What follows belongs to an exercise in optimizing a design on an open flow for small area and a short achievable clock period; a production flow would make more cautious choices. Only simulation tests tie the RTL to the original design; equivalence was not proved. No driver is modelled on the clock port, so clocking that relies on it looks cheaper here than on a real chip.

[flow/flow/skew.py]
#!/usr/bin/env python3
"""Plan a later clock arrival for registers (useful skew).

usage: skew.py PATHS PERIOD

PATHS holds lines "kind from to slack" as skew.tcl writes them. A delay D[r]
(>= 0) on register r's clock changes a register-to-register path s->e by
D[s] - D[e]. The plan finds the smallest period T such that:
  setup   (PERIOD - slack) + D[s] - D[e] <= T      for register pairs
  hold    slack + D[s] - D[e] >= HOLD_MARGIN
  output  (PERIOD - slack) + D[s] <= T            (the skew may only hurt)
  input   (PERIOD - slack) <= T                   (no gain from the skew)
  D[r] <= DMAX
and prints, for each register that needs a delay, a chain of delay cells.
"""
import sys

DMAX = 1.5
HOLD_MARGIN = 0.0
LEVEL_COST = 0.15
# cells and the delay each adds in front of one register's clock pin (ns)
CELLS = [
    ('sky130_fd_sc_hd__clkbuf_1', 0.09, 3.75),
    ('sky130_fd_sc_hd__dlygate4sd1_1', 0.20, 8.76),
    ('sky130_fd_sc_hd__clkdlybuf4s50_1', 0.46, 10.01),
]

path_file, period = sys.argv[1], float(sys.argv[2])
setup, hold, outp, inp, inhold = {}, {}, {}, {}, {}
regs = set()
for line in open(path_file):
    f = line.split()
    if len(f) != 4:
        continue
    kind, s, e, sl = f[0], f[1], f[2], float(f[3])
    if kind == 'max':
        setup[(s, e)] = min(setup.get((s, e), 1e9), sl)
        regs.update((s, e))
    elif kind == 'min':
        hold[(s, e)] = min(hold.get((s, e), 1e9), sl)
        regs.update((s, e))
    elif kind == 'outmax':
        outp[s] = min(outp.get(s, 1e9), sl)
        regs.add(s)
    elif kind == 'inmax':
        inp[e] = min(inp.get(e, 1e9), sl)
        regs.add(e)
    elif kind == 'inmin':
        inhold[e] = min(inhold.get(e, 1e9), sl)
        regs.add(e)
regs = sorted(regs)
idx = {r: i + 1 for i, r in enumerate(regs)}


def solve(T):
    # difference constraints x[b] >= x[a] + w as edges (a, b, w); longest path
    edges = []
    for r in regs:
        ub = DMAX
        if r in inhold:
            ub = min(ub, max(0.0, inhold[r] - HOLD_MARGIN))
        if r in outp:
            ub = min(ub, T - (period - outp[r]))
        if ub < 0:
            return None
        edges.append((0, idx[r], 0.0))
        edges.append((idx[r], 0, -ub))
    for (s, e), sl in setup.items():
        d = period - sl
        if s == e:
            if d > T:
                return None
            continue
        edges.append((idx[s], idx[e], d - T))
    for (s, e), sl in hold.items():
        if s == e:
            continue
        # D[e] - D[s] <= sl - margin
        edges.append((idx[e], idx[s], -max(0.0, sl - HOLD_MARGIN)))
    for e, sl in inp.items():
        if period - sl > T:
            return None
    n = len(regs) + 1
    x = [0.0] + [-1e18] * (n - 1)
    for it in range(n + 1):
        changed = False
        for a, b, w in edges:
            if x[a] > -1e17 and x[a] + w > x[b] + 1e-9:
                x[b] = x[a] + w
                changed = True
        if not changed:
            return {r: x[idx[r]] for r in regs}
        if x[0] > 1e-9:
            return None
    return None


t0 = max([period - sl for sl in setup.values()] + [period - sl for sl in inp.values()]
         + [period - sl for sl in outp.values()])
lo, hi = 0.0, t0
if solve(hi) is None:
    print(f'# no skew plan (T0 {t0:.3f})')
    sys.exit(0)
for _ in range(40):
    m = (lo + hi) / 2
    if solve(m) is None:
        lo = m
    else:
        hi = m
T = hi
D = solve(T)
print(f'# period without skew {t0:.3f}, with skew {T:.3f}')


CELL_D = {c[0]: c[1] for c in CELLS}


def chain(delta):
    # fewest-area chain of cells whose delay is closest to delta
    best = None
    for a in range(0, 4):
        for b in range(0, 4):
            for c in range(0, 4):
                if a + b + c == 0 or a + b + c > 4:
                    continue
                n = (a, b, c)
                d = sum(k * cell[1] for k, cell in zip(n, CELLS))
                area = sum(k * cell[2] for k, cell in zip(n, CELLS))
                cost = abs(d - delta) + 0.004 * area
                if best is None or cost < best[0]:
                    best = (cost, n)
    out = []
    for k, cell in zip(best[1], CELLS):
        out += [cell[0]] * k
    return out


# Shared delays: the registers are put on a few levels; level k is reached
# through a cascade of delay stages, each stage driving the registers of its
# level and the next stage.
need = sorted((D[r], r) for r in regs if D[r] >= 0.06)
if not need:
    sys.exit(0)
vals = [v for v, _ in need]


def levels_for(k):
    # 1-D k-means on the wanted delays
    cent = [vals[int((i + 0.5) * len(vals) / k)] for i in range(k)]
    for _ in range(50):
        groups = [[] for _ in cent]
        for v in vals:
            groups[min(range(k), key=lambda i: abs(v - cent[i]))].append(v)
        cent = [sum(g) / len(g) if g else c for g, c in zip(groups, cent)]
    err = sum(min(abs(v - c) for c in cent) for v in vals)
    return sorted(cent), err


best = None
for k in range(1, 7):
    cent, err = levels_for(k)
    cost = err + LEVEL_COST * k
    if best is None or cost < best[0]:
        best = (cost, cent)
cent = best[1]
prev = 0.0
real = 0.0
lev_of = {r: min(range(len(cent)), key=lambda i: abs(v - cent[i])) + 1 for v, r in need}
for k, c in enumerate(cent, 1):
    # each stage ends in a stronger buffer that drives its registers and the
    # next stage
    nload = sum(1 for r in lev_of if lev_of[r] == k) + (1 if k < len(cent) else 0)
    driver = ('sky130_fd_sc_hd__clkbuf_8', 0.12) if nload > 3 else ('sky130_fd_sc_hd__clkbuf_4', 0.12)
    rest = c - real - driver[1]
    cells = chain(rest) if rest > 0.05 else []
    cells.append(driver[0])
    real += sum(CELL_D.get(x, driver[1]) for x in cells)
    print('stage', k, f'{c:.3f}', ' '.join(cells))
for v, r in need:
    print('level', r, lev_of[r], f'{v:.3f}')
[flow/constraint.sdc]
create_clock -name core_clock -period 7.0 [get_ports {clk}]
set_input_delay 1.4000 -clock core_clock [delete_from_list [all_inputs] [get_ports {clk}]]
set_output_delay 1.4000 -clock core_clock [all_outputs]
set_load 0.01 [all_outputs]
[flow/flow/run.sh]
#!/bin/bash
# Standard layout with two changes: the smallest buffer on each port, and
# useful clock skew between registers after clock tree synthesis (skew.tcl).
# Clock tree synthesis adds no dummy loads.
export BUFFER_PORTS_ARGS="-buffer_cell sky130_fd_sc_hd__buf_1"
export POST_CTS_TCL="$PWD/flow/skew.tcl"
export SKIP_CTS_REPAIR_TIMING=1
# clock tree: no dummy loads for balancing (the skew step sets the arrivals)
export CTS_ARGS="-sink_clustering_enable -repair_clock_nets -dont_use_dummy_load -buf_list {sky130_fd_sc_hd__clkbuf_4 sky130_fd_sc_hd__clkbuf_8}"
bash standard.sh > standard.log 2>&1
[flow/design.v]
module prng (
    input logic [31:0] seed,
    output logic [31:0] rand_num,
    input logic clk,
    input logic rst
);
    logic [31:0] state;
    wire [30:0] x = state[30:0];
    wire [30:0] xn = ~state[30:0];
    wire [30:0] nxt;
    wire s0; wire c0;
    assign s0 = 1'b1 ^ x[2] ^ xn[0];
    assign c0 = (1'b1 & x[2]) | (1'b1 & xn[0]) | (x[2] & xn[0]);
    wire s1; wire c1;
    assign s1 = 1'b1 ^ x[3] ^ xn[1];
    assign c1 = (1'b1 & x[3]) | (1'b1 & xn[1]) | (x[3] & xn[1]);
    wire s2; wire c2;
    fa u2 (.a(x[4]), .b(xn[2]), .c(xn[0]), .s(s2), .co(c2));
    wire s3; wire c3;
    fa u3 (.a(x[5]), .b(xn[3]), .c(xn[1]), .s(s3), .co(c3));
    wire s4; wire c4;
    assign s4 = 1'b0 ^ x[4] ^ x[2];
    assign c4 = (1'b0 & x[4]) | (1'b0 & x[2]) | (x[4] & x[2]);
    wire s5; wire c5;
    fa u5 (.a(x[6]), .b(c3), .c(~s4), .s(s5), .co(c5));
    wire s6; wire c6;
    fa u6 (.a(x[7]), .b(xn[5]), .c(xn[3]), .s(s6), .co(c6));
    wire s7; wire c7;
    fa u7 (.a(x[0]), .b(~c4), .c(s6), .s(s7), .co(c7));
    wire s8; wire c8;
    fa u8 (.a(x[8]), .b(xn[6]), .c(xn[4]), .s(s8), .co(c8));
    wire s9; wire c9;
    fa u9 (.a(x[1]), .b(c6), .c(s8), .s(s9), .co(c9));
    wire s10; wire c10;
    assign s10 = 1'b1 ^ x[9] ^ x[2];
    assign c10 = (1'b1 & x[9]) | (1'b1 & x[2]) | (x[9] & x[2]);
    wire s11; wire c11;
    fa u11 (.a(xn[7]), .b(xn[5]), .c(xn[0]), .s(s11), .co(c11));
    wire s12; wire c12;
    fa u12 (.a(c8), .b(s10), .c(s11), .s(s12), .co(c12));
    wire s13; wire c13;
    fa u13 (.a(xn[8]), .b(xn[6]), .c(xn[1]), .s(s13), .co(c13));
    wire s14; wire c14;
    fa u14 (.a(x[10]), .b(x[3]), .c(c10), .s(s14), .co(c14));
    wire s15; wire c15;
    fa u15 (.a(c11), .b(s13), .c(c12), .s(s15), .co(c15));
    wire s16; wire c16;
    fa u16 (.a(xn[9]), .b(xn[7]), .c(xn[2]), .s(s16), .co(c16));
    wire s17; wire c17;
    fa u17 (.a(x[11]), .b(x[4]), .c(c13), .s(s17), .co(c17));
    wire s18; wire c18;
    fa u18 (.a(s16), .b(c14), .c(s17), .s(s18), .co(c18));
    wire s19; wire c19;
    assign s19 = 1'b1 ^ x[12] ^ x[5];
    assign c19 = (1'b1 & x[12]) | (1'b1 & x[5]) | (x[12] & x[5]);
    wire s20; wire c20;
    fa u20 (.a(xn[10]), .b(xn[8]), .c(xn[3]), .s(s20), .co(c20));
    wire s21; wire c21;
    fa u21 (.a(x[0]), .b(c16), .c(s19), .s(s21), .co(c21));
    wire s22; wire c22;
    fa u22 (.a(s20), .b(c17), .c(s21), .s(s22), .co(c22));
    wire s23; wire c23;
    assign s23 = 1'b1 ^ x[13] ^ x[6];
    assign c23 = (1'b1 & x[13]) | (1'b1 & x[6]) | (x[13] & x[6]);
    wire s24; wire c24;
    fa u24 (.a(xn[11]), .b(xn[9]), .c(xn[4]), .s(s24), .co(c24));
    wire s25; wire c25;
    fa u25 (.a(x[1]), .b(c19), .c(c20), .s(s25), .co(c25));
    wire s26; wire c26;
    fa u26 (.a(s23), .b(s24), .c(c21), .s(s26), .co(c26));
    wire s27; wire c27;
    fa u27 (.a(s25), .b(c22), .c(s26), .s(s27), .co(c27));
    wire s28; wire c28;
    fa u28 (.a(x[14]), .b(x[7]), .c(x[2]), .s(s28), .co(c28));
    wire s29; wire c29;
    fa u29 (.a(xn[12]), .b(xn[10]), .c(xn[5]), .s(s29), .co(c29));
    wire s30; wire c30;
    fa u30 (.a(x[0]), .b(c23), .c(c24), .s(s30), .co(c30));
    wire s31; wire c31;
    fa u31 (.a(s28), .b(s29), .c(c25), .s(s31), .co(c31));
    wire s32; wire c32;
    fa u32 (.a(s30), .b(c26), .c(s31), .s(s32), .co(c32));
    wire s33; wire c33;
    fa u33 (.a(x[15]), .b(x[8]), .c(x[3]), .s(s33), .co(c33));
    wire s34; wire c34;
    fa u34 (.a(xn[13]), .b(xn[11]), .c(xn[6]), .s(s34), .co(c34));
    wire s35; wire c35;
    fa u35 (.a(x[1]), .b(c28), .c(c29), .s(s35), .co(c35));
    wire s36; wire c36;
    fa u36 (.a(s33), .b(s34), .c(c30), .s(s36), .co(c36));
    wire s37; wire c37;
    fa u37 (.a(s35), .b(c31), .c(s36), .s(s37), .co(c37));
    wire s38; wire c38;
    fa u38 (.a(xn[14]), .b(xn[12]), .c(xn[7]), .s(s38), .co(c38));
    wire s39; wire c39;
    fa u39 (.a(x[9]), .b(x[4]), .c(x[2]), .s(s39), .co(c39));
    wire s40; wire c40;
    fa u40 (.a(x[16]), .b(c33), .c(c34), .s(s40), .co(c40));
    wire s41; wire c41;
    fa u41 (.a(s38), .b(s39), .c(c35), .s(s41), .co(c41));
    wire s42; wire c42;
    fa u42 (.a(s40), .b(c36), .c(s41), .s(s42), .co(c42));
    wire s43; wire c43;
    assign s43 = 1'b0 ^ x[15] ^ x[13];
    assign c43 = (1'b0 & x[15]) | (1'b0 & x[13]) | (x[15] & x[13]);
    wire s44; wire c44;
    fa u44 (.a(x[10]), .b(x[5]), .c(x[3]), .s(s44), .co(c44));
    wire s45; wire c45;
    fa u45 (.a(xn[8]), .b(xn[0]), .c(x[17]), .s(s45), .co(c45));
    wire s46; wire c46;
    fa u46 (.a(c38), .b(c39), .c(~s43), .s(s46), .co(c46));
    wire s47; wire c47;
    fa u47 (.a(s44), .b(s45), .c(c40), .s(s47), .co(c47));
    wire s48; wire c48;
    fa u48 (.a(s46), .b(c41), .c(s47), .s(s48), .co(c48));
    wire s49; wire c49;
    fa u49 (.a(xn[14]), .b(xn[9]), .c(xn[1]), .s(s49), .co(c49));
    wire s50; wire c50;
    fa u50 (.a(x[11]), .b(x[6]), .c(x[4]), .s(s50), .co(c50));
    wire s51; wire c51;
    fa u51 (.a(xn[16]), .b(~c43), .c(c44), .s(s51), .co(c51));
    wire s52; wire c52;
    fa u52 (.a(x[18]), .b(s49), .c(s50), .s(s52), .co(c52));
    wire s53; wire c53;
    fa u53 (.a(c45), .b(c46), .c(s51), .s(s53), .co(c53));
    wire s54; wire c54;
    fa u54 (.a(s52), .b(c47), .c(s53), .s(s54), .co(c54));
    wire s55; wire c55;
    fa u55 (.a(xn[15]), .b(xn[10]), .c(xn[2]), .s(s55), .co(c55));
    wire s56; wire c56;
    fa u56 (.a(x[12]), .b(x[7]), .c(x[5]), .s(s56), .co(c56));
    wire s57; wire c57;
    fa u57 (.a(x[0]), .b(xn[17]), .c(x[19]), .s(s57), .co(c57));
    wire s58; wire c58;
    fa u58 (.a(c49), .b(c50), .c(s55), .s(s58), .co(c58));
    wire s59; wire c59;
    fa u59 (.a(s56), .b(s57), .c(c51), .s(s59), .co(c59));
    wire s60; wire c60;
    fa u60 (.a(c52), .b(s58), .c(c53), .s(s60), .co(c60));
    wire s61; wire c61;
    fa u61 (.a(s59), .b(c54), .c(s60), .s(s61), .co(c61));
    wire s62; wire c62;
    fa u62 (.a(x[13]), .b(x[8]), .c(x[6]), .s(s62), .co(c62));
    wire s63; wire c63;
    fa u63 (.a(xn[11]), .b(xn[3]), .c(x[1]), .s(s63), .co(c63));
    wire s64; wire c64;
    fa u64 (.a(xn[16]), .b(xn[18]), .c(x[20]), .s(s64), .co(c64));
    wire s65; wire c65;
    fa u65 (.a(c55), .b(c56), .c(s62), .s(s65), .co(c65));
    wire s66; wire c66;
    fa u66 (.a(s63), .b(c57), .c(s64), .s(s66), .co(c66));
    wire s67; wire c67;
    fa u67 (.a(c58), .b(s65), .c(c59), .s(s67), .co(c67));
    wire s68; wire c68;
    fa u68 (.a(s66), .b(s67), .c(c60), .s(s68), .co(c68));
    wire s69; wire c69;
    fa u69 (.a(x[14]), .b(x[9]), .c(x[7]), .s(s69), .co(c69));
    wire s70; wire c70;
    fa u70 (.a(xn[12]), .b(xn[4]), .c(x[2]), .s(s70), .co(c70));
    wire s71; wire c71;
    fa u71 (.a(xn[17]), .b(xn[19]), .c(x[21]), .s(s71), .co(c71));
    wire s72; wire c72;
    fa u72 (.a(c62), .b(c63), .c(s69), .s(s72), .co(c72));
    wire s73; wire c73;
    fa u73 (.a(s70), .b(c64), .c(s71), .s(s73), .co(c73));
    wire s74; wire c74;
    fa u74 (.a(c65), .b(s72), .c(c66), .s(s74), .co(c74));
    wire s75; wire c75;
    fa u75 (.a(s73), .b(c67), .c(s74), .s(s75), .co(c75));
    wire s76; wire c76;
    assign s76 = 1'b1 ^ x[15] ^ x[10];
    assign c76 = (1'b1 & x[15]) | (1'b1 & x[10]) | (x[15] & x[10]);
    wire s77; wire c77;
    fa u77 (.a(xn[13]), .b(xn[5]), .c(xn[0]), .s(s77), .co(c77));
    wire s78; wire c78;
    fa u78 (.a(x[8]), .b(x[3]), .c(xn[18]), .s(s78), .co(c78));
    wire s79; wire c79;
    fa u79 (.a(xn[20]), .b(c69), .c(c70), .s(s79), .co(c79));
    wire s80; wire c80;
    fa u80 (.a(x[22]), .b(s76), .c(s77), .s(s80), .co(c80));
    wire s81; wire c81;
    fa u81 (.a(s78), .b(c71), .c(c72), .s(s81), .co(c81));
    wire s82; wire c82;
    fa u82 (.a(s79), .b(s80), .c(c73), .s(s82), .co(c82));
    wire s83; wire c83;
    fa u83 (.a(s81), .b(c74), .c(s82), .s(s83), .co(c83));
    wire s84; wire c84;
    fa u84 (.a(xn[14]), .b(xn[6]), .c(xn[1]), .s(s84), .co(c84));
    wire s85; wire c85;
    fa u85 (.a(x[11]), .b(x[9]), .c(x[4]), .s(s85), .co(c85));
    wire s86; wire c86;
    fa u86 (.a(x[16]), .b(xn[19]), .c(xn[21]), .s(s86), .co(c86));
    wire s87; wire c87;
    fa u87 (.a(c76), .b(c77), .c(s84), .s(s87), .co(c87));
    wire s88; wire c88;
    fa u88 (.a(s85), .b(x[23]), .c(c78), .s(s88), .co(c88));
    wire s89; wire c89;
    fa u89 (.a(c79), .b(s86), .c(c80), .s(s89), .co(c89));
    wire s90; wire c90;
    fa u90 (.a(s87), .b(s88), .c(c81), .s(s90), .co(c90));
    wire s91; wire c91;
    fa u91 (.a(s89), .b(c82), .c(s90), .s(s91), .co(c91));
    wire s92; wire c92;
    fa u92 (.a(xn[15]), .b(xn[7]), .c(xn[2]), .s(s92), .co(c92));
    wire s93; wire c93;
    fa u93 (.a(x[12]), .b(x[10]), .c(x[5]), .s(s93), .co(c93));
    wire s94; wire c94;
    fa u94 (.a(x[17]), .b(c84), .c(c85), .s(s94), .co(c94));
    wire s95; wire c95;
    fa u95 (.a(xn[20]), .b(xn[22]), .c(s92), .s(s95), .co(c95));
    wire s96; wire c96;
    fa u96 (.a(s93), .b(x[24]), .c(c86), .s(s96), .co(c96));
    wire s97; wire c97;
    fa u97 (.a(c87), .b(s94), .c(s95), .s(s97), .co(c97));
    wire s98; wire c98;
    fa u98 (.a(c88), .b(s96), .c(c89), .s(s98), .co(c98));
    wire s99; wire c99;
    fa u99 (.a(s97), .b(c90), .c(s98), .s(s99), .co(c99));
    wire s100; wire c100;
    fa u100 (.a(x[13]), .b(x[11]), .c(x[6]), .s(s100), .co(c100));
    wire s101; wire c101;
    fa u101 (.a(xn[8]), .b(xn[3]), .c(x[0]), .s(s101), .co(c101));
    wire s102; wire c102;
    fa u102 (.a(xn[16]), .b(x[18]), .c(xn[21]), .s(s102), .co(c102));
    wire s103; wire c103;
    fa u103 (.a(c92), .b(c93), .c(s100), .s(s103), .co(c103));
    wire s104; wire c104;
    fa u104 (.a(s101), .b(xn[23]), .c(x[25]), .s(s104), .co(c104));
    wire s105; wire c105;
    fa u105 (.a(c94), .b(s102), .c(c95), .s(s105), .co(c105));
    wire s106; wire c106;
    fa u106 (.a(s103), .b(s104), .c(c96), .s(s106), .co(c106));
    wire s107; wire c107;
    fa u107 (.a(c97), .b(s105), .c(s106), .s(s107), .co(c107));
    wire s108; wire c108;
    fa u108 (.a(c98), .b(s107), .c(c99), .s(s108), .co(c108));
    wire s109; wire c109;
    fa u109 (.a(x[14]), .b(x[12]), .c(x[7]), .s(s109), .co(c109));
    wire s110; wire c110;
    fa u110 (.a(xn[9]), .b(xn[4]), .c(x[1]), .s(s110), .co(c110));
    wire s111; wire c111;
    fa u111 (.a(xn[17]), .b(c100), .c(c101), .s(s111), .co(c111));
    wire s112; wire c112;
    fa u112 (.a(x[19]), .b(s109), .c(s110), .s(s112), .co(c112));
    wire s113; wire c113;
    fa u113 (.a(xn[22]), .b(xn[24]), .c(x[26]), .s(s113), .co(c113));
    wire s114; wire c114;
    fa u114 (.a(c102), .b(c103), .c(s111), .s(s114), .co(c114));
    wire s115; wire c115;
    fa u115 (.a(s112), .b(c104), .c(s113), .s(s115), .co(c115));
    wire s116; wire c116;
    fa u116 (.a(c105), .b(s114), .c(c106), .s(s116), .co(c116));
    wire s117; wire c117;
    fa u117 (.a(s115), .b(c107), .c(s116), .s(s117), .co(c117));
    wire s118; wire c118;
    fa u118 (.a(x[15]), .b(x[13]), .c(x[8]), .s(s118), .co(c118));
    wire s119; wire c119;
    fa u119 (.a(xn[10]), .b(xn[5]), .c(x[2]), .s(s119), .co(c119));
    wire s120; wire c120;
    fa u120 (.a(xn[18]), .b(c109), .c(c110), .s(s120), .co(c120));
    wire s121; wire c121;
    fa u121 (.a(x[20]), .b(s118), .c(s119), .s(s121), .co(c121));
    wire s122; wire c122;
    fa u122 (.a(xn[23]), .b(xn[25]), .c(x[27]), .s(s122), .co(c122));
    wire s123; wire c123;
    fa u123 (.a(c111), .b(c112), .c(s120), .s(s123), .co(c123));
    wire s124; wire c124;
    fa u124 (.a(s121), .b(c113), .c(s122), .s(s124), .co(c124));
    wire s125; wire c125;
    fa u125 (.a(c114), .b(s123), .c(c115), .s(s125), .co(c125));
    wire s126; wire c126;
    fa u126 (.a(s124), .b(c116), .c(s125), .s(s126), .co(c126));
    wire s127; wire c127;
    fa u127 (.a(x[14]), .b(x[9]), .c(x[3]), .s(s127), .co(c127));
    wire s128; wire c128;
    fa u128 (.a(xn[11]), .b(xn[6]), .c(x[16]), .s(s128), .co(c128));
    wire s129; wire c129;
    fa u129 (.a(xn[19]), .b(c118), .c(c119), .s(s129), .co(c129));
    wire s130; wire c130;
    fa u130 (.a(x[21]), .b(s127), .c(s128), .s(s130), .co(c130));
    wire s131; wire c131;
    fa u131 (.a(xn[24]), .b(xn[26]), .c(x[28]), .s(s131), .co(c131));
    wire s132; wire c132;
    fa u132 (.a(c120), .b(c121), .c(s129), .s(s132), .co(c132));
    wire s133; wire c133;
    fa u133 (.a(s130), .b(c122), .c(s131), .s(s133), .co(c133));
    wire s134; wire c134;
    fa u134 (.a(c123), .b(s132), .c(c124), .s(s134), .co(c134));
    wire s135; wire c135;
    fa u135 (.a(s133), .b(c125), .c(s134), .s(s135), .co(c135));
    wire s136; wire c136;
    fa u136 (.a(x[15]), .b(x[10]), .c(x[4]), .s(s136), .co(c136));
    wire s137; wire c137;
    fa u137 (.a(xn[12]), .b(xn[7]), .c(x[17]), .s(s137), .co(c137));
    wire s138; wire c138;
    fa u138 (.a(xn[20]), .b(c127), .c(x[22]), .s(s138), .co(c138));
    wire s139; wire c139;
    fa u139 (.a(c128), .b(s136), .c(s137), .s(s139), .co(c139));
    wire s140; wire c140;
    fa u140 (.a(xn[25]), .b(xn[27]), .c(c129), .s(s140), .co(c140));
    wire s141; wire c141;
    fa u141 (.a(x[29]), .b(s138), .c(c130), .s(s141), .co(c141));
    wire s142; wire c142;
    fa u142 (.a(s139), .b(c131), .c(c132), .s(s142), .co(c142));
    wire s143; wire c143;
    fa u143 (.a(s140), .b(s141), .c(c133), .s(s143), .co(c143));
    wire s144; wire c144;
    fa u144 (.a(s142), .b(c134), .c(s143), .s(s144), .co(c144));
    wire s145;
    assign s145 = x[11] ^ x[5] ^ x[0];
    wire s146;
    assign s146 = xn[13] ^ xn[8] ^ x[16];
    wire s147;
    assign s147 = x[18] ^ xn[21] ^ c136;
    wire s148;
    assign s148 = s145 ^ x[23] ^ c137;
    wire s149;
    assign s149 = s146 ^ xn[26] ^ xn[28];
    wire s150;
    assign s150 = c138 ^ s147 ^ x[30];
    wire s151;
    assign s151 = c139 ^ s148 ^ c140;
    wire s152;
    assign s152 = s149 ^ c141 ^ s150;
    wire s153;
    assign s153 = s151 ^ c142 ^ s152;
    wire s154;
    assign s154 = c143 ^ s153 ^ c144;
    wire [30:0] ra, rb;
    assign ra[0] = x[0];
    assign rb[0] = 1'b1;
    assign ra[1] = x[1];
    assign rb[1] = 1'b0;
    assign ra[2] = s0;
    assign rb[2] = 1'b0;
    assign ra[3] = c0;
    assign rb[3] = s1;
    assign ra[4] = c1;
    assign rb[4] = s2;
    assign ra[5] = c2;
    assign rb[5] = s3;
    assign ra[6] = s5;
    assign rb[6] = 1'b0;
    assign ra[7] = c5;
    assign rb[7] = s7;
    assign ra[8] = c7;
    assign rb[8] = s9;
    assign ra[9] = c9;
    assign rb[9] = s12;
    assign ra[10] = s14;
    assign rb[10] = s15;
    assign ra[11] = c15;
    assign rb[11] = s18;
    assign ra[12] = c18;
    assign rb[12] = s22;
    assign ra[13] = s27;
    assign rb[13] = 1'b0;
    assign ra[14] = c27;
    assign rb[14] = s32;
    assign ra[15] = c32;
    assign rb[15] = s37;
    assign ra[16] = c37;
    assign rb[16] = s42;
    assign ra[17] = c42;
    assign rb[17] = s48;
    assign ra[18] = c48;
    assign rb[18] = s54;
    assign ra[19] = s61;
    assign rb[19] = 1'b0;
    assign ra[20] = c61;
    assign rb[20] = s68;
    assign ra[21] = c68;
    assign rb[21] = s75;
    assign ra[22] = c75;
    assign rb[22] = s83;
    assign ra[23] = c83;
    assign rb[23] = s91;
    assign ra[24] = c91;
    assign rb[24] = s99;
    assign ra[25] = s108;
    assign rb[25] = 1'b0;
    assign ra[26] = c108;
    assign rb[26] = s117;
    assign ra[27] = c117;
    assign rb[27] = s126;
    assign ra[28] = c126;
    assign rb[28] = s135;
    assign ra[29] = c135;
    assign rb[29] = s144;
    assign ra[30] = s154;
    assign rb[30] = 1'b0;
    wire [30:0] g0 = ra & rb;
    wire [30:0] p0 = ra ^ rb;
    wire gg1 = g0[1] | (p0[1] & g0[0]);
    wire gg2 = g0[2] | (p0[2] & gg1);
    wire gg3 = g0[3] | (p0[3] & g0[2]);
    wire pp3 = p0[3] & p0[2];
    wire gg4 = gg3 | (pp3 & gg1);
    wire gg5 = g0[4] | (p0[4] & g0[3]);
    wire pp5 = p0[4] & p0[3];
    wire gg6 = gg5 | (pp5 & gg2);
    wire gg7 = g0[5] | (p0[5] & g0[4]);
    wire pp7 = p0[5] & p0[4];
    wire gg8 = gg7 | (pp7 & g0[3]);
    wire pp8 = pp7 & p0[3];
    wire gg9 = gg8 | (pp8 & gg2);
    wire gg10 = g0[6] | (p0[6] & gg9);
    wire gg11 = g0[7] | (p0[7] & g0[6]);
    wire pp11 = p0[7] & p0[6];
    wire gg12 = gg11 | (pp11 & gg9);
    wire gg13 = g0[8] | (p0[8] & g0[7]);
    wire pp13 = p0[8] & p0[7];
    wire gg14 = gg13 | (pp13 & gg10);
    wire gg15 = g0[9] | (p0[9] & g0[8]);
    wire pp15 = p0[9] & p0[8];
    wire gg16 = gg15 | (pp15 & gg11);
    wire pp16 = pp15 & pp11;
    wire gg17 = gg16 | (pp16 & gg9);
    wire gg18 = g0[10] | (p0[10] & gg15);
    wire pp18 = p0[10] & pp15;
    wire gg19 = gg18 | (pp18 & gg12);
    wire gg20 = g0[11] | (p0[11] & g0[10]);
    wire pp20 = p0[11] & p0[10];
    wire gg21 = gg20 | (pp20 & gg17);
    wire gg22 = g0[12] | (p0[12] & gg20);
    wire pp22 = p0[12] & pp20;
    wire gg23 = gg22 | (pp22 & gg17);
    wire gg24 = g0[13] | (p0[13] & gg23);
    wire gg25 = g0[14] | (p0[14] & g0[13]);
    wire pp25 = p0[14] & p0[13];
    wire gg26 = gg25 | (pp25 & gg23);
    wire gg27 = g0[15] | (p0[15] & g0[14]);
    wire pp27 = p0[15] & p0[14];
    wire gg28 = gg27 | (pp27 & g0[13]);
    wire pp28 = pp27 & p0[13];
    wire gg29 = gg28 | (pp28 & gg23);
    wire gg30 = g0[16] | (p0[16] & g0[15]);
    wire pp30 = p0[16] & p0[15];
    wire gg31 = gg30 | (pp30 & g0[14]);
    wire pp31 = pp30 & p0[14];
    wire gg32 = gg31 | (pp31 & gg24);
    wire gg33 = g0[17] | (p0[17] & g0[16]);
    wire pp33 = p0[17] & p0[16];
    wire gg34 = gg33 | (pp33 & gg27);
    wire pp34 = pp33 & pp27;
    wire gg35 = gg34 | (pp34 & gg24);
    wire gg36 = g0[18] | (p0[18] & g0[17]);
    wire pp36 = p0[18] & p0[17];
    wire gg37 = gg36 | (pp36 & gg30);
    wire pp37 = pp36 & pp30;
    wire gg38 = gg37 | (pp37 & gg26);
    wire gg39 = g0[18] | (p0[18] & gg33);
    wire pp39 = p0[18] & pp33;
    wire gg40 = g0[19] | (p0[19] & gg39);
    wire pp40 = p0[19] & pp39;
    wire gg41 = gg40 | (pp40 & gg29);
    wire gg42 = g0[20] | (p0[20] & g0[19]);
    wire pp42 = p0[20] & p0[19];
    wire gg43 = gg42 | (pp42 & gg38);
    wire gg44 = g0[21] | (p0[21] & g0[20]);
    wire pp44 = p0[21] & p0[20];
    wire gg45 = gg44 | (pp44 & g0[19]);
    wire pp45 = pp44 & p0[19];
    wire gg46 = gg45 | (pp45 & gg38);
    wire gg47 = g0[22] | (p0[22] & g0[21]);
    wire pp47 = p0[22] & p0[21];
    wire gg48 = gg47 | (pp47 & gg42);
    wire pp48 = pp47 & pp42;
    wire gg49 = gg48 | (pp48 & gg38);
    wire gg50 = g0[23] | (p0[23] & g0[22]);
    wire pp50 = p0[23] & p0[22];
    wire gg51 = gg50 | (pp50 & gg44);
    wire pp51 = pp50 & pp44;
    wire gg52 = gg51 | (pp51 & gg41);
    wire gg53 = g0[24] | (p0[24] & g0[23]);
    wire pp53 = p0[24] & p0[23];
    wire gg54 = gg53 | (pp53 & gg47);
    wire pp54 = pp53 & pp47;
    wire gg55 = gg54 | (pp54 & gg43);
    wire gg56 = g0[25] | (p0[25] & gg54);
    wire pp56 = p0[25] & pp54;
    wire gg57 = gg56 | (pp56 & gg43);
    wire gg58 = g0[26] | (p0[26] & g0[25]);
    wire pp58 = p0[26] & p0[25];
    wire gg59 = gg58 | (pp58 & gg55);
    wire gg60 = g0[27] | (p0[27] & g0[26]);
    wire pp60 = p0[27] & p0[26];
    wire gg61 = gg60 | (pp60 & g0[25]);
    wire pp61 = pp60 & p0[25];
    wire gg62 = gg61 | (pp61 & gg55);
    wire gg63 = g0[28] | (p0[28] & g0[27]);
    wire pp63 = p0[28] & p0[27];
    wire gg64 = gg63 | (pp63 & gg58);
    wire pp64 = pp63 & pp58;
    wire gg65 = gg64 | (pp64 & gg55);
    wire gg66 = g0[29] | (p0[29] & g0[28]);
    wire pp66 = p0[29] & p0[28];
    wire gg67 = gg66 | (pp66 & gg60);
    wire pp67 = pp66 & pp60;
    wire gg68 = gg67 | (pp67 & gg57);
    wire gg69 = g0[29] | (p0[29] & gg63);
    wire pp69 = p0[29] & pp63;
    wire gg70 = g0[30] | (p0[30] & gg69);
    wire pp70 = p0[30] & pp69;
    wire gg71 = gg70 | (pp70 & gg59);
    assign nxt[0] = p0[0];
    assign nxt[1] = p0[1] ^ g0[0];
    assign nxt[2] = p0[2] ^ gg1;
    assign nxt[3] = p0[3] ^ gg2;
    assign nxt[4] = p0[4] ^ gg4;
    assign nxt[5] = p0[5] ^ gg6;
    assign nxt[6] = p0[6] ^ gg9;
    assign nxt[7] = p0[7] ^ gg10;
    assign nxt[8] = p0[8] ^ gg12;
    assign nxt[9] = p0[9] ^ gg14;
    assign nxt[10] = p0[10] ^ gg17;
    assign nxt[11] = p0[11] ^ gg19;
    assign nxt[12] = p0[12] ^ gg21;
    assign nxt[13] = p0[13] ^ gg23;
    assign nxt[14] = p0[14] ^ gg24;
    assign nxt[15] = p0[15] ^ gg26;
    assign nxt[16] = p0[16] ^ gg29;
    assign nxt[17] = p0[17] ^ gg32;
    assign nxt[18] = p0[18] ^ gg35;
    assign nxt[19] = p0[19] ^ gg38;
    assign nxt[20] = p0[20] ^ gg41;
    assign nxt[21] = p0[21] ^ gg43;
    assign nxt[22] = p0[22] ^ gg46;
    assign nxt[23] = p0[23] ^ gg49;
    assign nxt[24] = p0[24] ^ gg52;
    assign nxt[25] = p0[25] ^ gg55;
    assign nxt[26] = p0[26] ^ gg57;
    assign nxt[27] = p0[27] ^ gg59;
    assign nxt[28] = p0[28] ^ gg62;
    assign nxt[29] = p0[29] ^ gg65;
    assign nxt[30] = p0[30] ^ gg68;
    always_ff @(posedge clk) begin
        if (rst) begin
            state <= seed;
        end else begin
            state <= {1'b0, nxt};
        end
        rand_num <= state;
    end
endmodule
module fa (
    input  logic a,
    input  logic b,
    input  logic c,
    output logic s,
    output logic co
);
    assign s = a ^ b ^ c;
    assign co = (a & b) | (a & c) | (b & c);
endmodule
[flow/config.mk]
export PLATFORM = sky130hd
export DESIGN_NAME = prng
export DESIGN_NICKNAME = prng
export VERILOG_FILES = /design/flow/design.v
export SDC_FILE = /design/flow/constraint.sdc
export NUM_CORES = 4
export LEC_CHECK = 0
export CAP_MARGIN = 20
export CORE_MARGIN = 2
export CORE_UTILIZATION = 55
export CTS_BUF_LIST = sky130_fd_sc_hd__clkbuf_4 sky130_fd_sc_hd__clkbuf_8
export HOLD_SLACK_MARGIN = 0.1
export SETUP_SLACK_MARGIN = 3.3
export SLEW_MARGIN = 20
export SYNTH_HIERARCHICAL = 1
[flow/flow/skew.tcl]
# Useful clock skew between registers, run after clock tree synthesis
# (POST_CTS_TCL). It measures the worst setup and hold slack of every
# register-to-register path, and the worst slack of every path from an input
# and to an output, then asks skew.py for a later clock arrival for each
# register that shortens the period set by the register-to-register paths.
# Paths from the inputs and to the outputs get no gain from it: an input path
# must meet that period without the skew, and an output path must meet it with
# the skew. The delays are made by clock buffers put in front of the
# registers' clock pins.

set skew_dir [file dirname [file normalize [info script]]]
set work_dir [file dirname $skew_dir]
set_propagated_clock [all_clocks]
estimate_parasitics -placement

set regs [all_registers -cells]
set clkpin [dict create]
set dpin [dict create]
set cellof [dict create]
foreach r $regs {
  set n [get_full_name $r]
  dict set cellof $n $r
  foreach p [get_pins -of_objects $r] {
    set pn [get_property $p lib_pin_name]
    if { $pn == "CLK" } { dict set clkpin $n $p }
    if { $pn == "D" } { dict set dpin $n $p }
  }
}

set f [open $work_dir/skew_paths.txt w]
foreach r $regs {
  set n [get_full_name $r]
  set cp [dict get $clkpin $n]
  foreach {kind pd} {max max min min} {
    set paths [find_timing_paths -from $cp -path_delay $pd \
      -group_path_count 10000 -endpoint_path_count 1 -unique_paths_to_endpoint]
    foreach p $paths {
      set ep [get_property $p endpoint]
      set epn [get_full_name $ep]
      if { [get_property $ep direction] == "output" } {
        puts $f "out$kind $n - [get_property $p slack]"
      } else {
        set einst [get_full_name [get_cells -of_objects $ep]]
        puts $f "$kind $n $einst [get_property $p slack]"
      }
    }
  }
  set dp [dict get $dpin $n]
  foreach {kind pd} {inmax max inmin min} {
    set paths [find_timing_paths -from [all_inputs] -to $dp -path_delay $pd]
    foreach p $paths {
      puts $f "$kind - $n [get_property $p slack]"
    }
  }
}
close $f

set period [get_property [lindex [all_clocks] 0] period]
exec python3 $skew_dir/skew.py $work_dir/skew_paths.txt $period > $work_dir/skew_plan.txt
puts "skew plan:"
puts [exec cat $work_dir/skew_plan.txt]

set block [ord::get_db_block]
set stages {}
set level [dict create]
foreach line [split [exec cat $work_dir/skew_plan.txt] "\n"] {
  if { [lindex $line 0] == "stage" } { lappend stages [lrange $line 3 end] }
  if { [lindex $line 0] == "level" } { dict set level [lindex $line 1] [lindex $line 2] }
}
set nbuf 0
set drv_net ""
set k 0
foreach cells $stages {
  incr k
  set pins {}
  set sx 0
  set sy 0
  set np 0
  dict for {n lv} $level {
    if { $lv >= $k } {
      lappend pins [dict get $clkpin $n]
      set loc [[sta::sta_to_db_inst [dict get $cellof $n]] getLocation]
      set sx [expr { $sx + [lindex $loc 0] }]
      set sy [expr { $sy + [lindex $loc 1] }]
      incr np
    }
  }
  if { $np == 0 } { break }
  set xy [list [ord::dbu_to_microns [expr { $sx / $np }]] [ord::dbu_to_microns [expr { $sy / $np }]]]
  foreach cell $cells {
    if { $drv_net == "" } {
      set net [get_nets -of_objects [lindex $pins end]]
      insert_buffer -buffer_cell $cell -net $net -load_pins $pins -load_pins_on_diff_nets \
        -location $xy -buffer_name skewbuf_$nbuf -net_name skewnet_$nbuf
    } else {
      insert_buffer -buffer_cell $cell -net $drv_net -load_pins $pins \
        -location $xy -buffer_name skewbuf_$nbuf -net_name skewnet_$nbuf
    }
    set drv_net [get_nets skewnet_$nbuf]
    set bnet [$block findNet skewnet_$nbuf]
    if { $bnet ne "NULL" && $bnet ne "" } { $bnet setSigType CLOCK }
    incr nbuf
  }
}
puts "skew buffers inserted: $nbuf"

detailed_placement
check_placement -verbose
estimate_parasitics -placement
report_worst_slack -max
report_worst_slack -min
[flow/standard.sh]
#!/bin/bash
# synth_recipe.tcl (not shown) runs the flow's synth.tcl, then flattens the netlist and writes it again
# the make line also repeats each setting of config.mk as NAME=value (left out here)
make -C /OpenROAD-flow-scripts/flow DESIGN_CONFIG=/design/flow/config.mk WORK_HOME=/design/flow/orfs CLKGATE_MAP_FILE= SYNTH_SCRIPT=/design/flow/synth_recipe.tcl "${@:-finish}"
==> results of run 1 <==
sequential cells by signal, summed over array words and instances (netlist names):
| name | flops |
|---|---|
| rand_num | 32 |
| state | 32 |
final cells by class, clock buffers not listed:
class	count	area share, %
Timing Repair Buffer	85	5.922
Sequential cell	64	19.69
Multi-Input combinational cell	347	65.87
Tap cell	136	2.486
Inverter	53	3.126
worst max-delay path: cells and delay by family (launching register included):
| kind | cells | cell delay, ps |
|---|---|---|
| adders and majority gates | 5 | 1950 |
| AOI/OAI and AO/OA | 7 | 1360 |
| DFF | 1 | 490 |
| buffers and inverters | 2 | 220 |
| xor gates and xnor gates | 1 | 80 |
modules after synthesis, one instance, submodules excluded:
module  cells inside  flip-flops and latches
prng             333                      64
fa                 1                       0
cell usage in the layout, fill, tap and decap left out, drive strengths merged, types with 3 or more instances in the layout:
cell         instances
a21o                 3
a21oi               13
a31oi                4
buf                 80
clkbuf              17
dfxtp               64
dlygate4sd3          4
fa                 137
ha                  35
inv                 53
mux2                 4
nand2               33
nand3                3
nand4                3
nor2                 5
nor3                 6
o211ai               5
o21a                 4
o21ai               26
o31ai                6
xnor2               26
xor2                13
metal layers:
| metal | vias up | track usage (%) |
|---|---|---|
| met5 | - | 0 |
| met4 | 0 | 6.122 |
| met3 | 19 | 5.714 |
| met2 | 146 | 45.57 |
| met1 | 1949 | 40.18 |
| li1 | 1718 | - |
final timing paths:
kind,endpoint,from,depth (start not counted)
hold reg to reg,state[30]$_DFF_P_,state[11]$_DFF_P_,8
hold / removal,state[30]$_DFF_P_,state[11]$_DFF_P_,8
setup / recovery,state[18]$_DFF_P_,state[2]$_DFF_P_,15
setup reg to reg,state[18]$_DFF_P_,state[2]$_DFF_P_,15
kinds of logic after synthesis:
| group | count (synthesis) | synth area share [%] |
|---|---|---|
| buffers and inverters | 59 | 3.786 |
| AO/OA/AOI/OAI | 72 | 8.535 |
| flip-flops | 64 | 21.90 |
| adder cells (fa/ha/maj) | 172 | 54.37 |
| multiplexers | 4 | 0.7700 |
| AND/OR/NAND/NOR | 60 | 4.792 |
| XOR/XNOR | 39 | 5.840 |
metrics by stage:
step / cell area (um^2) / hold WS [ps] / setup slack (ps) / instances
after global placement: 6431 / 313.6 / 2479 / 666
final: 6845 / 103.6 / 3424 / 703
after floorplan: 6031 / 309.6 / 2861 / 470
after global routing: 6845 / 163.2 / 3286 / 703
after detailed placement: 6431 / 315.7 / 2426 / 666
==> results.yml, run 1 <==
outcome:
  status: "complete, no violations"
synth:
  synthesis.area_um2: 5849
  synth_top_cell_by_area: "fa_1"
  netlist_instances: 470
  avgSynthCellArea_um2: 12.45
  synth_common_cells: "fa_1, dfxtp_1, inv_1"
  ys_dominant_reg_cell: "dfxtp_1"
  syn_nets: 676
  yosys.area.top_type_share_pct: 46.89
  ys_types: 42
  yosysWarnings: 7
  synth_edf_count: 0
  synthArstFlopShare_pct: 0
  yosysMostFrequentCell: "fa_1"
  synth.area.top_cells: "fa_1, dfxtp_1, ha_1"
  synth_seq_cells: 64
  yosysSeqAreaShare_pct: 21.90
job:
  maxCapViolCount: 0
sta:
  finalClockSkew_ps: 1399
  maxSlewViolCount: 0
  min_period_ps: 3576
  fin_tns_setup_ps: 0
  fmax_mhz: 279.6
  final-hold-violation-count: 0
  period_share_pct: 51.09
  max-slew-margin-rel_pct: 62.03
  grt_setup_unrepaired: "false"
  setup_violations: 0
  tightestPinTransition_ps: 569.5
drt:
  drt-total-wl_um: 14430
  highest_layer: "met4"
  final_antenna_net_count: 0
  met1Wirelength_um: 6456
  dr_total_vias: 3832
  vias_per_cell: 5.451
  drt_first_iter_violations: 164
  routed-wl-met3_um: 900
  wl_per_cell_um: 20.52
  drt_pass1_iterations: 4
  dr_wl_met2_um: 6901
  drc: 0
critical_path:
  cpMaxStageDelayCell: "fa_1"
  worstPathRequired_ps: 7890
  path_cells: "inv_2 -> fa_1 -> fa_1 -> fa_1 -> ha_1 -> a21oi_1 -> o211ai_1 -> ha_2 -> a21oi_1 -> o21bai_1 -> a21oi_1 -> inv_1 -> a21oi_1 -> xor2_1 -> o21ai_0"
  worstSetupPathType: "reg2reg"
  start_kind: "flop"
  cp.arrival_ps: 4470
  path_common_cell: "a21oi_1"
  end_kind: "flop"
  critPathMaxFanout: 7
  r2r_setup_slack_ps: 3420
  crit_path_max_incr_delay_ps: 530
clock_tree:
  cts_num_sinks: 64
  path_clk_slew_ps: 70
  cts_tree: "done"
  clk_latency_ps: 1720
global_routing:
  grt_max_degree: 61
  overflow: 0
  grt_pass1_wl_um: 23250
  antenna_found_initial: 0
  grt_pass1_vias: 4241
  grtUsageTotal_pct: 28.29
floorplan:
  io_pins: 66
  start_util_pct: 56.66
  coreArea_um2: 10320
  num_rows: 37
  fp.dieW_um: 107.1
  die_area_um2: 11480
  die_h_um: 107.1
cells_and_area:
  area_delta_synth_final_pct: 17.03
  multi_input_area_um2: 4509
  final_core_utilization_pct: 66.31
  nFillCells: 814
  antenna_cells: 0
  drive_gt1_share_pct: 19.58
  final-seq-area_um2: 1348
  num-nets-final: 775
place:
  port_buffers: 65
  gp_congestion: 0.8877
  hpwl_um: 11220
min_path:
  hold_path.class: "reg2reg"
==> run 2: changes to the inputs <==
--- a/flow/config.mk
+++ b/flow/config.mk
@@ -9,3 +9,3 @@
 export CORE_MARGIN = 2
-export CORE_UTILIZATION = 55
+export CORE_UTILIZATION = 45
 export CTS_BUF_LIST = sky130_fd_sc_hd__clkbuf_4 sky130_fd_sc_hd__clkbuf_8
==> run 2 against run 1 <==
Cell count is 5.3% higher. Via count is 1.5% lower. Synthesized cell count stayed put. Clock skew is 77 ps lower. Die area is 21% higher. Critical path depth is 2 lower. Sequential cell count stayed put. Synthesized area stayed put. Still clean. First-iteration DRC count is 29% higher.
==> results.yml, run 2 <==
cells_and_area:
  layout_commonest_cell: "fa_1"
  final-seq-area_um2: 1354
  nFillCells: 1128
  num-nets-final: 776
  multi_input_area_um2: 4482
  reg_top3: "rand_num: 32 flops, state: 32 flops"
  antenna_cells: 0
  final_cell_mix: "fa_1, buf_1, dfxtp_1"
  area_delta_synth_final_pct: 17.39
  drive_gt1_share_pct: 18.31
  finalInstanceArea_um2: 6867
sta:
  finalClockSkew_ps: 1322
  final-hold-violation-count: 0
  max-slew-margin-rel_pct: 61.36
  setup_slack_ps: 3349
  period_share_pct: 52.15
  fmax_mhz: 273.9
  grt_setup_unrepaired: "true"
  tightestPinTransition_ps: 579.7
  fin_tns_setup_ps: 0
  maxSlewViolCount: 0
  setup_violations: 0
  hold_ws_ps: 149.9
  min_period_ps: 3651
critical_path:
  path_buf_inv: 1
  crit_path_max_incr_delay_ps: 520
  end_kind: "flop"
  path_cells: "inv_2 -> fa_1 -> fa_1 -> fa_1 -> fa_1 -> ha_4 -> nand4_1 -> a211oi_2 -> nor3_2 -> o31ai_1 -> nand2_1 -> xor2_1 -> o21ai_0"
  worstPathRequired_ps: 7510
  worstSetupPathType: "reg2reg"
  critPathMaxFanout: 5
  path_common_cell: "fa_1"
  cpMaxStageDelayCell: "fa_1"
  start_kind: "flop"
  cp.arrival_ps: 4160
  path_delay_family: "adder cells"
drt:
  drc: 0
  wl_per_cell_um: 19.97
  drt-total-wl_um: 14780
  drt_pass1_iterations: 4
  drt_first_iter_violations: 212
  vias_per_cell: 5.100
  dr_total_vias: 3774
  final_antenna_net_count: 0
clock_tree:
  cts_tree: "done"
  cts_num_sinks: 64
  clk_latency_ps: 1670
  path_clk_slew_ps: 70
synth:
  netlist_instances: 470
  synthArstFlopShare_pct: 0
  yosysSeqAreaShare_pct: 21.90
  synth_seq_cells: 64
  synth.area.top_cells: "fa_1, dfxtp_1, ha_1"
  synth_edf_count: 0
  synth_common_cells: "fa_1, dfxtp_1, inv_1"
  syn_nets: 676
  yosysWarnings: 7
  avgSynthCellArea_um2: 12.45
  yosysMostFrequentCell: "fa_1"
  synthesis.area_um2: 5849
  ys_types: 42
  synth_top_cell_by_area: "fa_1"
  ys_dominant_reg_cell: "dfxtp_1"
  yosys.area.top_type_share_pct: 46.89
floorplan:
  die_h_um: 118.0
  start_util_pct: 46.16
  coreArea_um2: 12670
  io_pins: 66
  fp.dieW_um: 118.0
  die_area_um2: 13930
  num_rows: 41
job:
  maxCapViolCount: 0
global_routing:
  grt_pass1_vias: 4176
  grtUsageTotal_pct: 23.37
  overflow: 0
  grt_max_degree: 61
  antenna_found_initial: 0
  grt_pass1_wl_um: 23720
place:
  gp_congestion: 0.9300
  port_buffers: 65
  hpwl_um: 11640
  dp_slack_ps: 2496
  placed_area_um2: 6476
outcome:
  status: "complete, no violations"
min_path:
  hold_path.class: "reg2reg"
## run 2: changes by cell type in the layout (fill, tap and decap cells not counted), moves of 2 or more
cell / previous run / this run
clkbuf_1: 2 / 5
dfxtp_2: 8 / 4
dfxtp_4: 15 / 18
fa_1: 123 / 125
fa_2: 14 / 12
ha_1: 26 / 29
ha_4: 8 / 6
## run 2: metal layers
| metal | vias up | track usage (%) | routed length (um) |
|---|---|---|---|
| li1 | 1717 | - | - |
| met1 | 1919 | 32.02 | 6582 |
| met5 | - | 0 | 0 |
| met2 | 123 | 36.01 | 6964 |
| met3 | 15 | 7.122 | 992 |
| met4 | 0 | 6.928 | 242 |
## run 2: per-module statistics from Yosys (local to each module, per instance)
module | copies in the design | cells inside | area, um^2
fa | 137 | 1 | 20.02
prng | 1 | 333 | 3107
## run 2: layout make-up, clock buffers not listed
class	count	area share, %
well taps	172	3.134
multi-input cells	347	65.27
inverters	53	3.152
flip-flops and latches	64	19.72
repair buffers	85	5.904
## run 2: cell families (layout without fill, tap and decap cells)
family | after synthesis | count (layout) | synth area share (%)
DFF | 64 | 64 | 21.90
xor gates and xnor gates | 39 | 39 | 5.840
and+or+nand+nor | 60 | 60 | 4.792
AOI/OAI and AO/OA | 72 | 72 | 8.535
muxes | 4 | 4 | 0.7700
buffers and inverters | 59 | 157 | 3.786
adders and majority gates | 172 | 172 | 54.37
## run 2: worst paths after layout
path	start	cells after the start	slack [ps]	to
min reg2reg	state[13]$_DFF_P_	8	150	state[30]$_DFF_P_
max reg2reg	state[12]$_DFF_P_	13	3350	state[20]$_DFF_P_
max	state[12]$_DFF_P_	13	3350	state[20]$_DFF_P_
min	state[13]$_DFF_P_	8	150	state[30]$_DFF_P_
## run 2: tightest hold or removal path, cell delays in order, from the launching register on
cell      delay, ps
dfxtp_4         440
xnor2_1         110
xnor2_1         160
xnor2_1          90
xnor2_1         190
xnor2_1         120
nand3_1         110
o211ai_1        100
nor3_2           90
## run 2: through the flow
stage / std cells / utilization (%)
2_1_floorplan: 470 / -
3_3_place_gp: 702 / 51.11
3_5_place_dp: 702 / 51.11
5_1_grt: 740 / 54.19
6_report: 740 / 54.19
==> run 3: changes to the inputs <==
--- a/flow/flow/run.sh
+++ b/flow/flow/run.sh
@@ -8,3 +8,3 @@
 # clock tree: no dummy loads for balancing (the skew step sets the arrivals)
-export CTS_ARGS="-sink_clustering_enable -repair_clock_nets -dont_use_dummy_load -buf_list {sky130_fd_sc_hd__clkbuf_4 sky130_fd_sc_hd__clkbuf_8}"
+export CTS_ARGS="-sink_clustering_enable -repair_clock_nets -dont_use_dummy_load -buf_list {sky130_fd_sc_hd__clkbuf_4} -root_buf sky130_fd_sc_hd__clkbuf_8"
 bash standard.sh > standard.log 2>&1
--- a/flow/config.mk
+++ b/flow/config.mk
@@ -9,3 +9,3 @@
 export CORE_MARGIN = 2
-export CORE_UTILIZATION = 45
+export CORE_UTILIZATION = 50
 export CTS_BUF_LIST = sky130_fd_sc_hd__clkbuf_4 sky130_fd_sc_hd__clkbuf_8
==> run 3 against run 2 <==
Still clean on timing, DRC and antenna. Design area is 0.26% lower. Highest routed layer unchanged. Core utilization up 5.8 points. Critical path type unchanged. Fmax rose by 2.5%.
==> results.yml, run 3 <==
outcome:
  status: "complete, no violations"
critical_path:
  worstSetupPathType: "reg2reg"
  cp.arrival_ps: 3800
  start_kind: "flop"
  worstPathRequired_ps: 7240
  critPathMaxFanout: 5
  end_kind: "flop"
sta:
  period_share_pct: 50.88
  max-slew-margin-rel_pct: 62.65
  final-hold-violation-count: 0
  setup_violations: 0
  tightestPinTransition_ps: 560.2
  maxSlewViolCount: 0
  grt_setup_unrepaired: "false"
  hold_ws_ps: 116.9
  setup_slack_ps: 3438
  fin_tns_setup_ps: 0
  min_period_ps: 3562
  fmax_mhz: 280.8
  finalClockSkew_ps: 1324
global_routing:
  antenna_found_initial: 0
  grtUsageTotal_pct: 24.89
  grt_pass1_vias: 4231
  grt_max_degree: 61
  overflow: 0
  grt_pass1_wl_um: 22990
synth:
  synth_top_family_by_area: "adder cells"
  ys_types: 42
  synth_common_cells: "fa_1, dfxtp_1, inv_1"
  synth_seq_cells: 64
  synthMuxAreaShare_pct: 0.7701
  netlist_instances: 470
  synthArstFlopShare_pct: 0
  synth_compound_area_share_pct: 8.535
  synth_top_cell_by_area: "fa_1"
  yosys.area.top_type_share_pct: 46.89
  avgSynthCellArea_um2: 12.45
  synthSimpleGateAreaFrac_pct: 4.791
  synth.area.top_cells: "fa_1, dfxtp_1, ha_1"
  syn_nets: 676
  synthesis.area_um2: 5849
  ys_dominant_reg_cell: "dfxtp_1"
  yosysWarnings: 7
  synth_adder_area_share_pct: 54.37
  yosysSeqAreaShare_pct: 21.90
  synth_xor_area_share_pct: 5.840
  yosysMostFrequentCell: "fa_1"
  synth_edf_count: 0
drt:
  wl_per_cell_um: 19.79
  dr_total_vias: 3768
  drt-total-wl_um: 14070
  drt_pass1_iterations: 4
  vias_per_cell: 5.300
  drt_first_iter_violations: 214
  drc: 0
  final_antenna_net_count: 0
floorplan:
  start_util_pct: 51.23
  fp.dieW_um: 112.2
  coreArea_um2: 11420
  num_rows: 39
  die_h_um: 112.2
  die_area_um2: 12580
  io_pins: 66
cells_and_area:
  finalInstanceArea_um2: 6849
  reg_top3: "rand_num: 32 flops, state: 32 flops"
  final_core_utilization_pct: 59.98
  antenna_cells: 0
  num-nets-final: 776
  final_cell_mix: "fa_1, buf_1, dfxtp_1"
  drive_gt1_share_pct: 19.01
  area_delta_synth_final_pct: 17.09
  layout_commonest_cell: "fa_1"
  stdcell_count: 711
clock_tree:
  cts_tree: "done"
  clk_latency_ps: 1670
  cts_num_sinks: 64
  path_clk_slew_ps: 60
place:
  port_buffers: 65
  hpwl_um: 11320
  dp_slack_ps: 2352
  placed_area_um2: 6440
  place_inst: 673
  gp_congestion: 0.8676
min_path:
  hold_path.class: "reg2reg"
job:
  maxCapViolCount: 0
## run 3: cell type report, clock buffers not listed
type / count / area [um^2]
Inverter: 53 / 219.0
Fill cell: 1006 / 4569
Timing Repair Buffer: 86 / 412.9
Tap cell: 143 / 178.9
Multi-Input combinational cell: 347 / 4491
Sequential cell: 64 / 1353
## run 3: worst max-delay path, stage by stage, from the launching register on
cell	delay, ps
dfxtp_4	390
inv_4	80
fa_1	490
fa_1	410
fa_1	500
ha_4	310
nand3_1	70
o31a_4	370
o211ai_1	230
ha_2	330
mux2_2	260
## run 3: metal layers
metal | up-vias | global-route usage, % | routed length [um]
met5 | - | 0 | 0
met4 | 0 | 8.293 | 221
met3 | 17 | 4.752 | 804
met2 | 105 | 37.87 | 6604
met1 | 1921 | 36.46 | 6443
li1 | 1725 | - | -
## run 3: path summary, 6_finish.rpt
kind,from,endpoint,slack [ps],cells after the start
worst max register to register,state[7]$_DFF_P_,state[13]$_DFF_P_,3440,10
worst min-delay path,state[13]$_DFF_P_,state[30]$_DFF_P_,120,8
worst min register to register,state[13]$_DFF_P_,state[30]$_DFF_P_,120,8
worst max-delay path,state[7]$_DFF_P_,state[13]$_DFF_P_,3440,10
## run 3: per-module statistics from Yosys (local to each module, per instance)
module	area, um^2	flip-flops and latches
fa	20.02	0
prng	3107	64
## run 3: kinds of logic after synthesis
| logic type | Yosys count |
|---|---|
| buffers and inverters | 59 |
| AOI/OAI and AO/OA | 72 |
| and+or+nand+nor | 60 |
| xor gates and xnor gates | 39 |
| adders and majority gates | 172 |
| muxes | 4 |
| DFF | 64 |
==> run 4: changes to the inputs <==
--- a/flow/flow/run.sh
+++ b/flow/flow/run.sh
@@ -8,3 +8,3 @@
 # clock tree: no dummy loads for balancing (the skew step sets the arrivals)
-export CTS_ARGS="-sink_clustering_enable -repair_clock_nets -dont_use_dummy_load -buf_list {sky130_fd_sc_hd__clkbuf_4} -root_buf sky130_fd_sc_hd__clkbuf_8"
+export CTS_ARGS="-sink_clustering_enable -repair_clock_nets -dont_use_dummy_load -buf_list {sky130_fd_sc_hd__clkbuf_2 sky130_fd_sc_hd__clkbuf_4} -root_buf sky130_fd_sc_hd__clkbuf_8"
 bash standard.sh > standard.log 2>&1
==> run 4 against run 3 <==
Sequential cell count unchanged. Clock skew unchanged.
==> results.yml, run 4 <==
outcome:
  status: "complete, no violations"
sta:
  tightestPinTransition_ps: 560.2
  final-hold-violation-count: 0
  finalClockSkew_ps: 1324
  min_period_ps: 3562
  grt_setup_unrepaired: "false"
  period_share_pct: 50.88
  fin_tns_setup_ps: 0
  maxSlewViolCount: 0
  setup_violations: 0
  max-slew-margin-rel_pct: 62.65
  fmax_mhz: 280.8
synth:
  ys_dominant_reg_cell: "dfxtp_1"
  netlist_instances: 470
  ys_types: 42
  yosysMostFrequentCell: "fa_1"
  syn_nets: 676
  synth_seq_cells: 64
  avgSynthCellArea_um2: 12.45
  synth_top_cell_by_area: "fa_1"
  yosys.area.top_type_share_pct: 46.89
  synthArstFlopShare_pct: 0
  yosysWarnings: 7
  synthesis.area_um2: 5849
  synth_common_cells: "fa_1, dfxtp_1, inv_1"
  yosysSeqAreaShare_pct: 21.90
  synth_edf_count: 0
  synth.area.top_cells: "fa_1, dfxtp_1, ha_1"
critical_path:
  cp.arrival_ps: 3800
  path_common_cell: "fa_1"
  cpMaxStageDelayCell: "fa_1"
  worstSetupPathType: "reg2reg"
  path_cells: "inv_4 -> fa_1 -> fa_1 -> fa_1 -> ha_4 -> nand3_1 -> o31a_4 -> o211ai_1 -> ha_2 -> mux2_2"
  path_delay_family: "adder cells"
  critPathMaxFanout: 5
  crit_path_max_incr_delay_ps: 500
  end_kind: "flop"
  path_buf_inv: 1
  worstPathRequired_ps: 7240
  start_kind: "flop"
drt:
  wl_per_cell_um: 19.79
  drt_first_iter_violations: 214
  dr_total_vias: 3768
  drt-total-wl_um: 14070
  drc: 0
  vias_per_cell: 5.300
  final_antenna_net_count: 0
  drt_pass1_iterations: 4
global_routing:
  grtUsageTotal_pct: 24.89
  grt_max_degree: 61
  grt_pass1_vias: 4231
  overflow: 0
  grt_pass1_wl_um: 22990
  antenna_found_initial: 0
place:
  hpwl_um: 11320
  port_buffers: 65
  placed_area_um2: 6440
  gp_congestion: 0.8676
clock_tree:
  cts_num_sinks: 64
  clk_latency_ps: 1670
  path_clk_slew_ps: 60
  cts_tree: "done"
cells_and_area:
  antenna_cells: 0
  num-nets-final: 776
  area_delta_synth_final_pct: 17.09
  drive_gt1_share_pct: 19.01
  reg_top3: "rand_num: 32 flops, state: 32 flops"
  nFillCells: 1006
  multi_input_area_um2: 4491
  finalInstanceArea_um2: 6849
  final-seq-area_um2: 1353
  layout_commonest_cell: "fa_1"
  final_cell_mix: "fa_1, buf_1, dfxtp_1"
floorplan:
  die_h_um: 112.2
  coreArea_um2: 11420
  die_area_um2: 12580
  fp.dieW_um: 112.2
  start_util_pct: 51.23
  num_rows: 39
  io_pins: 66
job:
  maxCapViolCount: 0
min_path:
  hold_path.class: "reg2reg"
run 4: cell counts in the layout (fill, tap and decap cells not counted):
No cell type changed its count.
run 4: worst reg2reg max path: stages (launching register included):
cell	delay [ps]
dfxtp_4	390
inv_4	80
fa_1	490
fa_1	410
fa_1	500
ha_4	310
nand3_1	80
o31a_4	370
o211ai_1	230
ha_2	330
mux2_2	260
run 4: worst paths after layout:
check	startpoint	endpoint	slack, ps	cells after the start
setup / recovery	state[7]$_DFF_P_	state[13]$_DFF_P_	3440	10
setup reg to reg	state[7]$_DFF_P_	state[13]$_DFF_P_	3440	10
hold / removal	state[13]$_DFF_P_	state[30]$_DFF_P_	120	8
hold reg to reg	state[13]$_DFF_P_	state[30]$_DFF_P_	120	8
run 4: per-module statistics from Yosys (local to each module, per instance):
module	times used	area [um^2]
fa	137	20.02
prng	1	3107
run 4: per-stage QoR:
stage                     std cells  utilization (%)  setup WS (ps)  hold slack [ps]
after floorplan                 470                -           2861            309.6
after global placement          673            56.40           2483            312.0
after detailed placement        673            56.40           2352            324.4
after global routing            711            59.98           3303            158.3
final                           711            59.98           3438            116.9
run 4: kinds of logic (layout without fill, tap and decap cells):
group,Yosys count,count (layout),share of synthesized area [%]
AO/OA/AOI/OAI,72,72,8.535
XOR/XNOR,39,39,5.840
adder cells (fa/ha/maj),172,172,54.37
buffers and inverters,59,157,3.786
flip-flops,64,64,21.90
multiplexers,4,4,0.7700
AND/OR/NAND/NOR,60,60,4.792
run 4: layout make-up, clock buffers not listed:
type | instances | share of cell area (%)
Timing Repair Buffer | 86 | 6.028
Inverter | 53 | 3.197
Sequential cell | 64 | 19.75
Multi-Input combinational cell | 347 | 65.56
Tap cell | 143 | 2.612
run 4: routing by layer:
layer  up-vias  GRT usage, %  wire length, um
met1      1921         36.46             6443
met5         -             0                0
met3        17         4.752              804
met4         0         8.293              221
li1       1725             -                -
met2       105         37.87             6604

## afterwards: timing with drivers on the ports
In the flow no input, the clock included, has a driving cell. The finished layouts below were timed again as built, in two steps.
Step 1: set_driving_cell puts a clkbuf_16 on clk and a buf_2 on each other input, an assumption about the parent block.
Step 2, shift: input delay + t, output delay - t, t = (earliest + latest rising clock arrival at the registers) / 2. This alone moves slack from input paths to output paths.
Slacks: ideal / step 1 / step 2; pairs: ideal / step 1.
run	t, ns	slack for setup (ns)	worst setup path at the end	latest minus earliest clock arrival (ns)	worst slew at a driven data input, ns
run 1	1.056	3.424 / 3.424 / 3.424	register to register	1.400 / 1.400	0.03
run 2	1.044	3.349 / 3.349 / 3.349	register to register	1.329 / 1.328	0.03
run 3	1.043	3.438 / 3.438 / 3.438	register to register	1.324 / 1.325	0.04
run 4	1.043	3.438 / 3.438 / 3.438	register to register	1.324 / 1.325	0.04
Clock arrivals are far apart in every run listed, so t is only a midpoint there and step 2 fits no single register.
